Context: an optimization exercise on an open-source flow, tuned for small area. The choices shown serve that exercise and are no tape-out recipe. Where RTL was checked, it was by simulation tests only, not by an equivalence proof against the original. Power is estimated from default activity; no workload was simulated.

== build 81 ==
==> module MouseHandler, before the edit <==
module MouseHandler(clk,rst,ps2_c_in,ps2_d_in,ps2_c_oe,ps2_d_oe,ps2_d_out,XMouseVGA,YMouseVGA,Botones);
input clk, rst;
input ps2_c_in, ps2_d_in;
output ps2_c_oe, ps2_d_oe, ps2_d_out;
output [9:0] XMouseVGA, YMouseVGA;
output reg [2:0] Botones;
reg fb;
reg [2:0] frun;
reg edge_c;
wire fsat = (frun == 3'd0);
wire all1 = fb & fsat;
wire all0 = ~fb & fsat;
wire fall_edge = edge_c & all0;
always @(posedge clk or posedge rst)
	if (rst) begin
		fb <= 1'b0;
		frun <= 3'd0;
		edge_c <= 1'b0;
	end else begin
		fb <= ps2_c_in;
		if (ps2_c_in != fb)
			frun <= 3'b001;
		else
			frun <= {frun[1:0], (~frun[2] & frun[1]) | (frun[2] & ~frun[1] & frun[0])};
		edge_c <= all1 | (edge_c & ~all0);
	end
reg go, s1, s2, s3;
wire tx_idle = ~(s1 | s2 | s3);
assign ps2_c_oe = s1;
assign ps2_d_oe = s2;
reg [3:0] cuenta;
wire trama = (cuenta == 4'd10);
localparam [15:0] LFSR_A = 16'h5d4b;
localparam [15:0] LFSR_B = 16'h5e0f;
localparam [15:0] LFSR_T = 16'hfbd0;
reg [15:0] tmr;
wire hit = (tmr == LFSR_T);
wire done = go & tx_idle;
wire tmr_load = ~go | (s2 & fall_edge & trama);
wire tmr_step = s1 | s3 | (s2 & fall_edge);
wire lfsr_fb = tmr[0] ^ tmr[3] ^ tmr[4] ^ tmr[5];
wire shift_x, shift_y;
wire [15:0] tmr_next = tmr_load ? (go ? LFSR_B : LFSR_A) :
	{done ? ps2_d_in : lfsr_fb, tmr[15:9], done ? ps2_d_in : tmr[8], tmr[7:1]};
always @(posedge clk) begin
	if (tmr_load | tmr_step | shift_x)
		tmr[7:0] <= tmr_next[7:0];
	if (tmr_load | tmr_step | shift_y)
		tmr[15:8] <= tmr_next[15:8];
end
assign ps2_d_out = tmr[0];
wire [7:0] dx = tmr[7:0];
wire [7:0] dy = tmr[15:8];
always @(posedge clk or posedge rst)
	if (rst) begin
		go <= 1'b0;
		s1 <= 1'b0;
		s2 <= 1'b0;
		s3 <= 1'b0;
	end else begin
		go <= 1'b1;
		s1 <= ~go | (s1 & ~hit);
		s2 <= (s1 & hit) | (s2 & ~(fall_edge & trama));
		s3 <= (s2 & fall_edge & trama) | (s3 & ~hit);
	end
localparam R0 = 3'd0, R1 = 3'd1, R2 = 3'd2, R3 = 3'd3, R4 = 3'd4;
reg [2:0] rxs;
wire rx_start = ~ps2_d_in & ps2_c_in & tx_idle;
wire clr_bits = (rxs == R0) & tx_idle;
wire shift = (rxs == R2) & ~trama;
wire rx_done = (rxs == R4);
always @(posedge clk or posedge rst)
	if (rst)
		rxs <= R0;
	else
		case (rxs)
			R0: rxs <= rx_start ? R1 : R0;
			R1: rxs <= fall_edge ? R2 : R1;
			R2: rxs <= R3;
			R3: rxs <= trama ? R4 : R1;
			default: rxs <= R0;
		endcase
always @(posedge clk)
	if (clr_bits)
		cuenta <= 4'd0;
	else
		cuenta <= cuenta ^ {&{cuenta[2:0], fall_edge}, &{cuenta[1:0], fall_edge}, cuenta[0] & fall_edge, fall_edge};
reg [1:0] nbyte;
wire listo = nbyte[1] & ~nbyte[0];
wire slot0 = ~nbyte[1] & ~nbyte[0];
wire slot1 = ~nbyte[1] & nbyte[0];
wire slot2 = nbyte[1] & nbyte[0];
always @(posedge clk or posedge rst)
	if (rst)
		nbyte <= 2'b00;
	else begin
		nbyte[0] <= rx_done ? ~nbyte[1] : nbyte[0];
		nbyte[1] <= nbyte[0] & (rx_done | nbyte[1]);
	end
reg [5:0] st;    
assign shift_x = done & shift & slot1;
assign shift_y = done & shift & slot2;
always @(posedge clk) begin
	if (shift & slot0 & ~cuenta[3])
		st <= {ps2_d_in, st[5:1]};
end
reg [9:0] nx, ny;
assign XMouseVGA = ~nx;
assign YMouseVGA = ~ny;
wire [9:0] gdx = {10{listo}} & {{2{st[4]}}, dx};
wire [9:0] gdy = {10{listo}} & {{2{st[5]}}, dy};
reg [9:0] xn, yn;
reg cx, cy;
integer i;
always @* begin
	cx = 1'b0; cy = 1'b0;
	for (i = 0; i < 10; i = i + 1) begin
		xn[i] = nx[i] ^ gdx[i] ^ cx;
		cx = (nx[i] & gdx[i]) | (nx[i] & cx) | (gdx[i] & cx);
		yn[i] = ny[i] ^ gdy[i] ^ cy;
		cy = (ny[i] & gdy[i]) | (ny[i] & cy) | (gdy[i] & cy);
	end
end
always @(posedge clk or posedge rst)
	if (rst) begin
		nx <= 10'h3ff;
		ny <= 10'h3ff;
	end else begin
		nx <= xn;
		ny <= yn;
	end
always @(posedge clk or posedge rst)
	if (rst)
		Botones <= 3'b0;
	else if (listo)
		Botones <= st[2:0];
endmodule
clock: 10.0 ns
lec_check: 0
cap_margin: 20
core_margin: 2
core_utilization: 40
slew_margin: 20
standard.sh (not shown) runs the stock make flow with config.mk's settings and CLKGATE_MAP_FILE= SYNTH_SCRIPT=/design/flow/synth_recipe.tcl, a recipe that flattens the netlist after the stock synthesis.
==> flow/flow/run.sh <==
#!/bin/bash
set -euo pipefail
export BUFFER_PORTS_ARGS="-buffer_cell sky130_fd_sc_hd__buf_1"
bash standard.sh finish > standard_flow.log 2>&1
Relative to build 81, the following input files were edited for trial 46:
==> flow/design.v, changed modules only <==
module MouseHandler(clk,rst,ps2_c_in,ps2_d_in,ps2_c_oe,ps2_d_oe,ps2_d_out,XMouseVGA,YMouseVGA,Botones);
input clk, rst;
input ps2_c_in, ps2_d_in;
output ps2_c_oe, ps2_d_oe, ps2_d_out;
output [9:0] XMouseVGA, YMouseVGA;
output reg [2:0] Botones;
reg fb;
reg [2:0] frun;
reg edge_c;
wire fsat = (frun == 3'd0);
wire all1 = fb & fsat;
wire all0 = ~fb & fsat;
wire fall_edge = edge_c & all0;
always @(posedge clk or posedge rst)
	if (rst) begin
		fb <= 1'b0;
		frun <= 3'd0;
		edge_c <= 1'b0;
	end else begin
		fb <= ps2_c_in;
		if (ps2_c_in != fb)
			frun <= 3'b001;
		else
			frun <= {frun[1:0], (~frun[2] & frun[1]) | (frun[2] & ~frun[1] & frun[0])};
		edge_c <= all1 | (edge_c & ~all0);
	end
reg go, s1, s2, s3;
wire tx_idle = ~(s1 | s2 | s3);
assign ps2_c_oe = s1;
assign ps2_d_oe = s2;
localparam [15:0] LFSR_A = 16'hbbe8;   
localparam [15:0] LFSR_B = 16'hbbf8;   
localparam [15:0] LFSR_T = 16'h05bd;
reg [15:0] tmr;
wire hit = (tmr == LFSR_T);
always @(posedge clk)
	if (~go)
		tmr <= LFSR_A;
	else if (s2)
		tmr <= LFSR_B;
	else
		tmr <= {tmr[0] ^ tmr[2] ^ tmr[3] ^ tmr[5], tmr[15:1]};
reg [3:0] cuenta;
wire trama = (cuenta == 4'd10);
reg [3:0] txk;
always @(posedge clk)
	if (~s2)
		txk <= 4'd0;
	else
		txk <= txk ^ {&{txk[2:0], fall_edge}, &{txk[1:0], fall_edge}, txk[0] & fall_edge, fall_edge};
reg txbit;
always @* begin
	case (txk)
		4'd3, 4'd5, 4'd6, 4'd7, 4'd8: txbit = 1'b1;
		4'd0, 4'd1, 4'd2, 4'd4, 4'd9: txbit = 1'b0;
		default: txbit = 1'b1;
	endcase
end
assign ps2_d_out = txbit;
always @(posedge clk or posedge rst)
	if (rst) begin
		go <= 1'b0;
		s1 <= 1'b0;
		s2 <= 1'b0;
		s3 <= 1'b0;
	end else begin
		go <= 1'b1;
		s1 <= ~go | (s1 & ~hit);
		s2 <= (s1 & hit) | (s2 & ~(fall_edge & trama));
		s3 <= (s2 & fall_edge & trama) | (s3 & ~hit);
	end
localparam R0 = 3'd0, R1 = 3'd1, R2 = 3'd2, R3 = 3'd3, R4 = 3'd4;
reg [2:0] rxs;
wire rx_start = ~ps2_d_in & ps2_c_in & tx_idle;
wire clr_bits = (rxs == R0) & tx_idle;
wire shift = (rxs == R2) & ~trama;
wire rx_done = (rxs == R4);
always @(posedge clk or posedge rst)
	if (rst)
		rxs <= R0;
	else
		case (rxs)
			R0: rxs <= rx_start ? R1 : R0;
			R1: rxs <= fall_edge ? R2 : R1;
			R2: rxs <= R3;
			R3: rxs <= trama ? R4 : R1;
			default: rxs <= R0;
		endcase
always @(posedge clk)
	if (clr_bits)
		cuenta <= 4'd0;
	else
		cuenta <= cuenta ^ {&{cuenta[2:0], fall_edge}, &{cuenta[1:0], fall_edge}, cuenta[0] & fall_edge, fall_edge};
reg [1:0] nbyte;
wire listo = nbyte[1] & ~nbyte[0];
wire slot0 = ~nbyte[1] & ~nbyte[0];
wire slot1 = ~nbyte[1] & nbyte[0];
wire slot2 = nbyte[1] & nbyte[0];
always @(posedge clk or posedge rst)
	if (rst)
		nbyte <= 2'b00;
	else begin
		nbyte[0] <= rx_done ? ~nbyte[1] : nbyte[0];
		nbyte[1] <= nbyte[0] & (rx_done | nbyte[1]);
	end
reg [5:0] st;    
reg [7:0] dx, dy;
always @(posedge clk) begin
	if (shift & slot0 & ~cuenta[3])
		st <= {ps2_d_in, st[5:1]};
	if (shift & slot1)
		dx <= {ps2_d_in, dx[7:1]};
	if (shift & slot2)
		dy <= {ps2_d_in, dy[7:1]};
end
reg [9:0] nx, ny;
assign XMouseVGA = ~nx;
assign YMouseVGA = ~ny;
wire [9:0] gdx = {10{listo}} & {{2{st[4]}}, dx};
wire [9:0] gdy = {10{listo}} & {{2{st[5]}}, dy};
reg [9:0] xn, yn;
reg cx, cy;
integer i;
always @* begin
	cx = 1'b0; cy = 1'b0;
	for (i = 0; i < 10; i = i + 1) begin
		xn[i] = nx[i] ^ gdx[i] ^ cx;
		cx = (nx[i] & gdx[i]) | (nx[i] & cx) | (gdx[i] & cx);
		yn[i] = ny[i] ^ gdy[i] ^ cy;
		cy = (ny[i] & gdy[i]) | (ny[i] & cy) | (gdy[i] & cy);
	end
end
always @(posedge clk or posedge rst)
	if (rst) begin
		nx <= 10'h3ff;
		ny <= 10'h3ff;
	end else begin
		nx <= xn;
		ny <= yn;
	end
always @(posedge clk or posedge rst)
	if (rst)
		Botones <= 3'b0;
	else if (listo)
		Botones <= st[2:0];
endmodule
Notes after the runs:
- Worst vdd rail ir drop: build 81 vs trial 46, no meaningful difference
- Build 81 → trial 46: number of sequential storage elements now sits higher; worst-case setup margin in the final layout now sits higher; sum of routed wire length over all layers went down 2.1%; area of all placed cells without fillers increased by 460 um^2 relative to the old numbers; via density per instance has decreased.
- Trial 46 does worse than build 81 on power.
- Build 81 has lower fraction of area in registers than trial 46.
- Trial 46 vs build 81 on area of placed instances: trial 46 is the higher one.
- Relative to build 81, trial 46 improves post-placement setup slack.
No functional check of the RTL was part of trial 46.

-- what the ideal ports hide --
No port has a modelled driver above. Below, the same layouts with a new extraction and two added sets of constraints. Step 1 assumes that a clkbuf_16 drives the clock port and a buf_2 every other input. Step 2 times the ports against the registers' clock, not the clock port: input delays grow and output delays shrink by t, the midpoint of the rising clock arrivals with the driver on. Slacks: ideal ports / drivers / drivers and shift; pairs: ideal ports / drivers.
| run | t (ns) | setup WS [ns] | worst setup path after step 2 | clock arrival spread, ns |
|---|---|---|---|---|
| build 81 | 0.362 | 5.422 / 5.422 / 5.422 | register to register | 0.009 / 0.008 |
| trial 46 | 0.373 | 5.539 / 5.539 / 5.539 | register to register | 0.006 / 0.007 |
After both steps every run listed still meets setup and hold.
